Context: an optimization exercise on an open-source flow, tuned for small area, a short achievable clock period and few clock cycles. The choices shown serve that exercise and are no tape-out recipe. At most, simulation tests tie the RTL to the original design; equivalence was not proved. Power and IR drop assume default switching activity.

// md5
module md5(
    input clk,
    input reset_n,
    input done,
    input [63:0] pwd,
    output [127:0] hash_pwd,
    output en
);
reg [31:0] p, b, c, d;
reg [6:0] cnt;
reg en_r;
wire job = reset_n & done;
wire [6:0] cnt_s = (cnt == 7'd68) ? cnt : cnt + 7'd1;
wire [6:0] cnt_n = job ? cnt_s : 7'd0;
reg ld, hold, zb;
reg [4:0] rf_n;    
reg [3:0] rj;      
reg [3:0] rt;      
always @(*) begin
    rf_n = 5'd0;
    if (cnt_s == 7'd1) rf_n = 5'd16;
    if (cnt_s >= 7'd2 && cnt_s <= 7'd16) rf_n = 5'd1;
    if (cnt_s >= 7'd17 && cnt_s <= 7'd32) rf_n = 5'd2;
    if (cnt_s >= 7'd33 && cnt_s <= 7'd48) rf_n = 5'd4;
    if (cnt_s >= 7'd49 && cnt_s <= 7'd64) rf_n = 5'd8;
end
always @(posedge clk) begin
    ld <= !job;
    hold <= (cnt_s == 7'd68);
    zb <= (cnt_s >= 7'd65) && (cnt_s <= 7'd67);
    rj <= 4'd0; rt <= 4'd0;
    if (job) case (cnt_s)
        7'd1: begin rj <= 4'd1; rt <= 4'd8; end
        7'd2: begin rj <= 4'd2; rt <= 4'd8; end
        7'd3: begin rj <= 4'd4; rt <= 4'd8; end
        7'd4: begin rj <= 4'd8; rt <= 4'd4; end
        7'd5: begin rj <= 4'd1; rt <= 4'd8; end
        7'd6: begin rj <= 4'd2; rt <= 4'd8; end
        7'd7: begin rj <= 4'd4; rt <= 4'd8; end
        7'd8: begin rj <= 4'd8; rt <= 4'd4; end
        7'd9: begin rj <= 4'd1; rt <= 4'd8; end
        7'd10: begin rj <= 4'd2; rt <= 4'd8; end
        7'd11: begin rj <= 4'd4; rt <= 4'd8; end
        7'd12: begin rj <= 4'd8; rt <= 4'd4; end
        7'd13: begin rj <= 4'd1; rt <= 4'd8; end
        7'd14: begin rj <= 4'd2; rt <= 4'd8; end
        7'd15: begin rj <= 4'd4; rt <= 4'd8; end
        7'd16: begin rj <= 4'd8; rt <= 4'd4; end
        7'd17: begin rj <= 4'd1; rt <= 4'd2; end
        7'd18: begin rj <= 4'd2; rt <= 4'd1; end
        7'd19: begin rj <= 4'd4; rt <= 4'd1; end
        7'd20: begin rj <= 4'd8; rt <= 4'd1; end
  ...
Size: roughly 3400 cells after synthesis, about 280 flip-flops, about 200 I/O pins.
clock: 16.0 ns
lec_check: 0
abc_area: 1
cap_margin: 40
core_margin: 2
core_utilization: 40
place_density: 0.6
slew_margin: 30
standard.sh (not shown) runs the stock make flow with config.mk's settings and CLKGATE_MAP_FILE= SYNTH_SCRIPT=/design/flow/synth_recipe.tcl, a recipe that flattens the netlist after the stock synthesis.
==> flow/flow/run.sh <==
#!/bin/bash
# Own flow: the standard layout (standard.sh: unchanged synthesis, SDC and
# clock period). Two settings differ from the standard ones:
#  - OpenROAD's timing repair is asked to leave a larger setup margin (in
#    flow/margin.txt) than the standard settings allow, so that it works on the
#    paths that set the achieved period;
#  - every input and output port still gets its own buffer, but a plain
#    sky130_fd_sc_hd__buf_1 instead of the delay buffer buffer_ports picks.
# All tool output goes to standard.log in this folder.
set -o pipefail
MARGIN=$(cat flow/margin.txt)
bash standard.sh SETUP_SLACK_MARGIN=$MARGIN "BUFFER_PORTS_ARGS=-buffer_cell sky130_fd_sc_hd__buf_1" finish > standard.log 2>&1
==> flow/flow/margin.txt <==
11
Edit:
--- a/flow/design.v
+++ b/flow/design.v
@@ -5,38 +5,38 @@
     input [63:0] pwd,
     output [127:0] hash_pwd,
     output en
 );
 reg [31:0] p, b, c, d;
 reg [6:0] cnt;
 reg en_r;
 wire job = reset_n & done;
 wire [6:0] cnt_s = (cnt == 7'd68) ? cnt : cnt + 7'd1;
 wire [6:0] cnt_n = job ? cnt_s : 7'd0;
-reg ld, hold, zb;
+reg ld, hold, run;
 reg [4:0] rf_n;    
 reg [3:0] rj;      
 reg [3:0] rt;      
 always @(*) begin
     rf_n = 5'd0;
     if (cnt_s == 7'd1) rf_n = 5'd16;
     if (cnt_s >= 7'd2 && cnt_s <= 7'd16) rf_n = 5'd1;
     if (cnt_s >= 7'd17 && cnt_s <= 7'd32) rf_n = 5'd2;
     if (cnt_s >= 7'd33 && cnt_s <= 7'd48) rf_n = 5'd4;
     if (cnt_s >= 7'd49 && cnt_s <= 7'd64) rf_n = 5'd8;
 end
 always @(posedge clk) begin
     ld <= !job;
     hold <= (cnt_s == 7'd68);
-    zb <= (cnt_s >= 7'd65) && (cnt_s <= 7'd67);
+    run <= (cnt_s >= 7'd1) && (cnt_s <= 7'd64);
     rj <= 4'd0; rt <= 4'd0;
-    if (job) case (cnt_s)
+    case (cnt_s)
         7'd1: begin rj <= 4'd1; rt <= 4'd8; end
         7'd2: begin rj <= 4'd2; rt <= 4'd8; end
         7'd3: begin rj <= 4'd4; rt <= 4'd8; end
         7'd4: begin rj <= 4'd8; rt <= 4'd4; end
         7'd5: begin rj <= 4'd1; rt <= 4'd8; end
         7'd6: begin rj <= 4'd2; rt <= 4'd8; end
         7'd7: begin rj <= 4'd4; rt <= 4'd8; end
         7'd8: begin rj <= 4'd8; rt <= 4'd4; end
         7'd9: begin rj <= 4'd1; rt <= 4'd8; end
         7'd10: begin rj <= 4'd2; rt <= 4'd8; end
@@ -163,38 +163,38 @@
 md5_addw u_addw (.x(p), .y(f), .s(w));
 wire [31:0] wt = ({32{rt[0]}} & w)
                | ({32{rt[1]}} & {w[30:0], w[31]})
                | ({32{rt[2]}} & {w[29:0], w[31:30]})
                | ({32{rt[3]}} & {w[28:0], w[31:29]});
 wire [31:0] r = ({32{rj[0]}} & {wt[27:0], wt[31:28]})
               | ({32{rj[1]}} & {wt[22:0], wt[31:23]})
               | ({32{rj[2]}} & {wt[17:0], wt[31:18]})
               | ({32{rj[3]}} & {wt[11:0], wt[31:12]});
 wire [31:0] b_next;
-wire [31:0] b_in = ld ? 32'hefcdab89 : zb ? 32'd0 : b;
-md5_addb u_addb (.x(b_in), .y(r), .s(b_next));
+md5_addb u_addb (.x({32{run}} & b), .y(r), .s(b_next));
 always @(posedge clk) begin
     cnt <= cnt_n;
     en_r <= job && (cnt == 7'd67 || cnt == 7'd68);
 end
 always @(posedge clk) begin
     if (ld) begin
         p <= pwd[63:32];
+        b <= 32'hefcdab89;
         c <= c_d;
         d <= d_d;
     end else if (!hold) begin
         p <= p_next;
+        b <= b_next;
         c <= c_d;
         d <= d_d;
     end
 end
-always @(posedge clk) b <= b_next;
 function [31:0] bswap(input [31:0] v);
     bswap = {v[7:0], v[15:8], v[23:16], v[31:24]};
 endfunction
 assign en = en_r;
 assign hash_pwd = {bswap({d[6:0], d[31:7]}), bswap(p),
                    bswap({b[16:0], b[31:17]}), bswap({c[11:0], c[31:12]})};
 endmodule
 module md5_addp(input [31:0] x, input [31:0] y, input [31:0] z, output [31:0] s);
 assign s = x + y + z;
 endmodule
Result: The changed run finished with timing, DRC and antenna clean. Via count goes down by a few percent. Clock power goes down by a few percent. Routed wire length goes down by a few percent. Core utilization goes up by 1.1 points. Sequential share of layout area hardly moves. Cell area goes up slightly. Synthesized area goes down slightly. Worst setup slack is better by 0.013 ns. Clock-buffer cell count goes down by 4. Power goes up by well over a third. Worst hold slack is worse by 0.013 ns. Clock skew barely changes. Maximum frequency is about the same. Sequential cell count does not change.
Testbench counts after the change, summed over its fixed seeds: cycles 26,872.
No functional check of the RTL was part of the first run of this note.

## separate check: timing with driven ports
No port has a modelled driver above. Below, the same layouts with a new extraction and two added sets of constraints. Step 1, drivers: a clkbuf_16 drives clk and a buf_2 each remaining input, both assumed. Step 2 also shifts input and output timing later by t, the mid clock arrival at the registers, as if the neighbouring blocks saw the same clock. Slacks: no drivers / after step 1 / after step 2; pairs: no drivers / after step 1.
run	shift t [ns]	setup WS [ns]	worst setup path at the end	worst data-port slew with drivers (ns)	pins driven straight from the clock port
the first run	0.627	11.170 / 11.170 / 11.170	register to register	0.09	1
the second run	0.613	11.183 / 11.183 / 11.183	register to register	0.09	1
After both steps setup and hold are still met in every run listed.
